This is an optimization exercise on Yosys and OpenROAD, whose aim is small area, not a production implementation.
Function was checked by simulation only, so behaviour that the tests miss may differ from the original.

==> inputs of run a <==
// TOP_Final
module TOP_Final(
    input i_clk,
    input i_reset,
    output [3:0] o_digit,
    output [7:0] o_font
    );
==> module TOP_Final, before the edit <==
module TOP_Final(
    input i_clk,
    input i_reset,
    output [3:0] o_digit,
    output [7:0] o_font
    );
    reg [2:0] b;
    reg [1:0] s;
    reg [4:0] x;
    reg [3:0] d0, d1, d2, d3;
    reg       f;
    wire t   = ~b[1] & b[0];
    wire e   = t & b[2];
    wire inc = e & x[0] & x[2] & x[4];
    reg fx;
    always @(*) begin
        case ({x[4], x[3], x[2], x[1]})
            4'b0010, 4'b0100, 4'b1000, 4'b1001, 4'b1011,
            4'b1101, 4'b1110, 4'b1111: fx = 1'b1;
            default: fx = 1'b0;
        endcase
    end
    wire a0 = inc & d0[0];
    wire c1 = a0 & d0[3];
    wire a1 = c1 & d1[0];
    wire c2 = a1 & d1[3];
    wire a2 = c2 & d2[0];
    wire c3 = a2 & d2[3];
    wire a3 = c3 & d3[0];
    wire c4 = a3 & d3[3];
    wire wrap = a0 & d0[1] & f & d3[2] & d3[1] & d2[1] & d2[0] & d1[3];
    always @(posedge i_clk or posedge i_reset) begin
        if (i_reset) begin
            b  <= 3'b000;
            s  <= 2'd0;
            x  <= 5'b01010;
            d0 <= 4'd0;
            d1 <= 4'd0;
            d2 <= 4'd0;
            d3 <= 4'd0;
            f  <= 1'b0;
        end else begin
            b <= {b[1:0], ~(b[2] ^ t)};
            s <= {s[1] ^ (s[0] & e), s[0] ^ e};
            x <= {x[3:0], fx};
            d0[0] <= d0[0] ^ inc;
            d0[1] <= d0[1] ^ (a0 & ~d0[3]);
            d0[2] <= d0[2] ^ (a0 & d0[1] & ~wrap);
            d0[3] <= a0 ? (d0[1] & d0[2]) : d0[3];
            d1[0] <= d1[0] ^ c1;
            d1[1] <= d1[1] ^ (a1 & ~d1[3]);
            d1[2] <= d1[2] ^ (a1 & d1[1]);
            d1[3] <= a1 ? (d1[1] & d1[2]) : (d1[3] & ~wrap);
            d2[0] <= (d2[0] ^ c2) & ~wrap;
            d2[1] <= (d2[1] ^ (a2 & ~d2[3])) & ~wrap;
            d2[2] <= d2[2] ^ (a2 & d2[1]);
            d2[3] <= a2 ? (d2[1] & d2[2]) : d2[3];
            d3[0] <= d3[0] ^ c3;
            d3[1] <= (d3[1] ^ (a3 & ~d3[3])) & ~wrap;
            d3[2] <= (d3[2] ^ (a3 & d3[1])) & ~wrap;
            d3[3] <= a3 ? (d3[1] & d3[2]) : d3[3];
            f <= f ? ~wrap : c4;
        end
    end
    assign o_digit = {~(s[1] & s[0]), ~(s[1] & ~s[0]), ~(~s[1] & s[0]), ~(~s[1] & ~s[0])};
    reg [3:0] q;
    always @(*) begin
        case (s)
            2'd0: q = d0;
            2'd1: q = d1;
            2'd2: q = d2;
            default: q = d3;
        endcase
    end
    wire one  = ~q[3] & ~q[2] & ~q[1] & q[0];
    wire four = q[2] & ~q[1] & ~q[0];
    assign o_font[0] = one | four;
    assign o_font[1] = q[2] & (q[1] ^ q[0]);
    assign o_font[2] = ~q[2] & q[1] & ~q[0];
    assign o_font[3] = one | four | (q[2] & q[1] & q[0]);
    assign o_font[4] = q[0] | (q[2] & ~q[1]);
    assign o_font[5] = (~q[2] & q[1]) | (~q[3] & ~q[2] & q[0]) | (q[1] & q[0]);
    assign o_font[6] = (~q[3] & ~q[2] & ~q[1]) | (q[2] & q[1] & q[0]);
    assign o_font[7] = 1'b1;
endmodule
clock: 100.0 ns
lec_check: 0
cap_margin: 20
core_margin: 2
core_utilization: 40
cts_buf_list: sky130_fd_sc_hd__clkbuf_8
slew_margin: 20
run.sh (not shown) runs the stock make flow with config.mk's settings and CLKGATE_MAP_FILE= SYNTH_SCRIPT=/design/flow/synth_recipe.tcl, a recipe that flattens the netlist after the stock synthesis.
==> run b: changes against run a <==
==> flow/design.v (replaced) <==
`timescale 1ns / 1ps
module TOP_Final(
    input i_clk,
    input i_reset,
    output [3:0] o_digit,
    output [7:0] o_font
    );
    reg [4:0] u;
    reg [4:0] x;
    reg [3:0] d0, d1, d2, d3;
    reg       f;
    wire blk  = &u[2:0];
    wire inc  = blk & (x == 5'd24);
    wire c1   = inc & (d0 == 4'd9);
    wire c2   = c1 & (d1 == 4'd9);
    wire c3   = c2 & (d2 == 4'd9);
    wire c4   = c3 & (d3 == 4'd9);
    wire wrap = inc & f & (d3 == 4'd6) & (d2 == 4'd3) & (d1 == 4'd8) & (d0 == 4'd3);
    always @(posedge i_clk or posedge i_reset) begin
        if (i_reset) begin
            u  <= 5'd4;
            x  <= 5'd0;
            d0 <= 4'd0;
            d1 <= 4'd0;
            d2 <= 4'd0;
            d3 <= 4'd0;
            f  <= 1'b0;
        end else begin
            u <= u + 5'd1;
            x <= (x == 5'd24) ? 5'd0 : x + 5'd1;
            if (wrap) begin
                d0 <= 4'd0;
                d1 <= 4'd0;
                d2 <= 4'd0;
                d3 <= 4'd0;
                f  <= 1'b0;
            end else begin
                if (inc) d0 <= c1 ? 4'd0 : d0 + 4'd1;
                if (c1)  d1 <= c2 ? 4'd0 : d1 + 4'd1;
                if (c2)  d2 <= c3 ? 4'd0 : d2 + 4'd1;
                if (c3)  d3 <= c4 ? 4'd0 : d3 + 4'd1;
                if (c4)  f  <= 1'b1;
            end
        end
    end
    wire [1:0] s = u[4:3];
    assign o_digit = ~(4'b0001 << s);
    reg [3:0] dig;
    always @(*) begin
        case (s)
            2'd0: dig = d0;
            2'd1: dig = d1;
            2'd2: dig = d2;
            default: dig = d3;
        endcase
    end
    reg [7:0] font;
    always @(*) begin
        case (dig)
            4'd0: font = 8'hc0;
            4'd1: font = 8'hf9;
            4'd2: font = 8'ha4;
            4'd3: font = 8'hb0;
            4'd4: font = 8'h99;
            4'd5: font = 8'h92;
            4'd6: font = 8'h82;
            4'd7: font = 8'hf8;
            4'd8: font = 8'h80;
            4'd9: font = 8'h90;
            default: font = 8'hff;
        endcase
    end
    assign o_font = font;
endmodule
- CTS_BUF_LIST: sky130_fd_sc_hd__clkbuf_8 -> not set
==> impl_metrics.csv <==
group,metric,value,unit
cells_and_area,multiInputGateArea,0.00107,mm²
worst_hold_path,holdPathEnd,"u[0]",
route,wl_per_cell,14.7,µm
setup_path,worst-path-buf-inv,2,
run_status,status,"finished clean",
worst_hold_path,min_path_cells,1,
cells_and_area,final_cell_mix,"dfrtp_1 (26), ha_1 (19), nand2_1 (16)",
power_and_ir_drop,p_comb_frac,0.016,
setup_path,crit_arrival,2790,ps
global_routing,grt_use_met2,0.263,
route,dr_total_vias,1398,
global_routing,grt_pass1_vias,1446,
route,wl_met1,1720,µm
power_and_ir_drop,swShare,0.212,
worst_hold_path,min_from,"u[0]",
power_and_ir_drop,total_leakage_power,0.924,nW
That was run b.
==> impl_metrics.csv <==
group,metric,value,unit
run_status,status,"finished clean",
cells_and_area,final_cell_mix,"dfrtp_1 (25), clkdlybuf4s50_1 (12), nor2_1 (8), inv_1 (8), ha_1 (8)",
route,wl_per_cell,13.0,µm
setup_path,worst-path-buf-inv,1,
worst_hold_path,min_from,"b[0]",
power_and_ir_drop,swShare,0.199,
power_and_ir_drop,total_leakage_power,0.710,nW
cells_and_area,multiInputGateArea,549,µm²
setup_path,crit_arrival,2390,ps
route,wl_met1,973,µm
global_routing,grt_use_met2,0.229,
route,dr_total_vias,800,
worst_hold_path,min_path_cells,0,
That was run a.

re-timing with driven ports:
Ports are ideal in the flow. The routed layouts listed here were re-timed in OpenROAD.
Step 1: set_driving_cell puts a clkbuf_16 on i_clk and a buf_2 on each other input, an assumption about the parent block.
Step 2 also shifts input and output timing later by t, the mid clock arrival at the registers, as if the neighbouring blocks saw the same clock.
a / b / c = ideal ports / drivers / drivers and shift; a / b = the first two.
run	shift t [ns]	setup WS [ns]	worst setup path at the end	pins driven straight from the clock port
run a	0.286	77.612 / 77.588 / 77.875	register to output	1
run b	0.300	77.212 / 77.186 / 77.486	register to output	1
After both steps setup and hold are still met in every run listed.
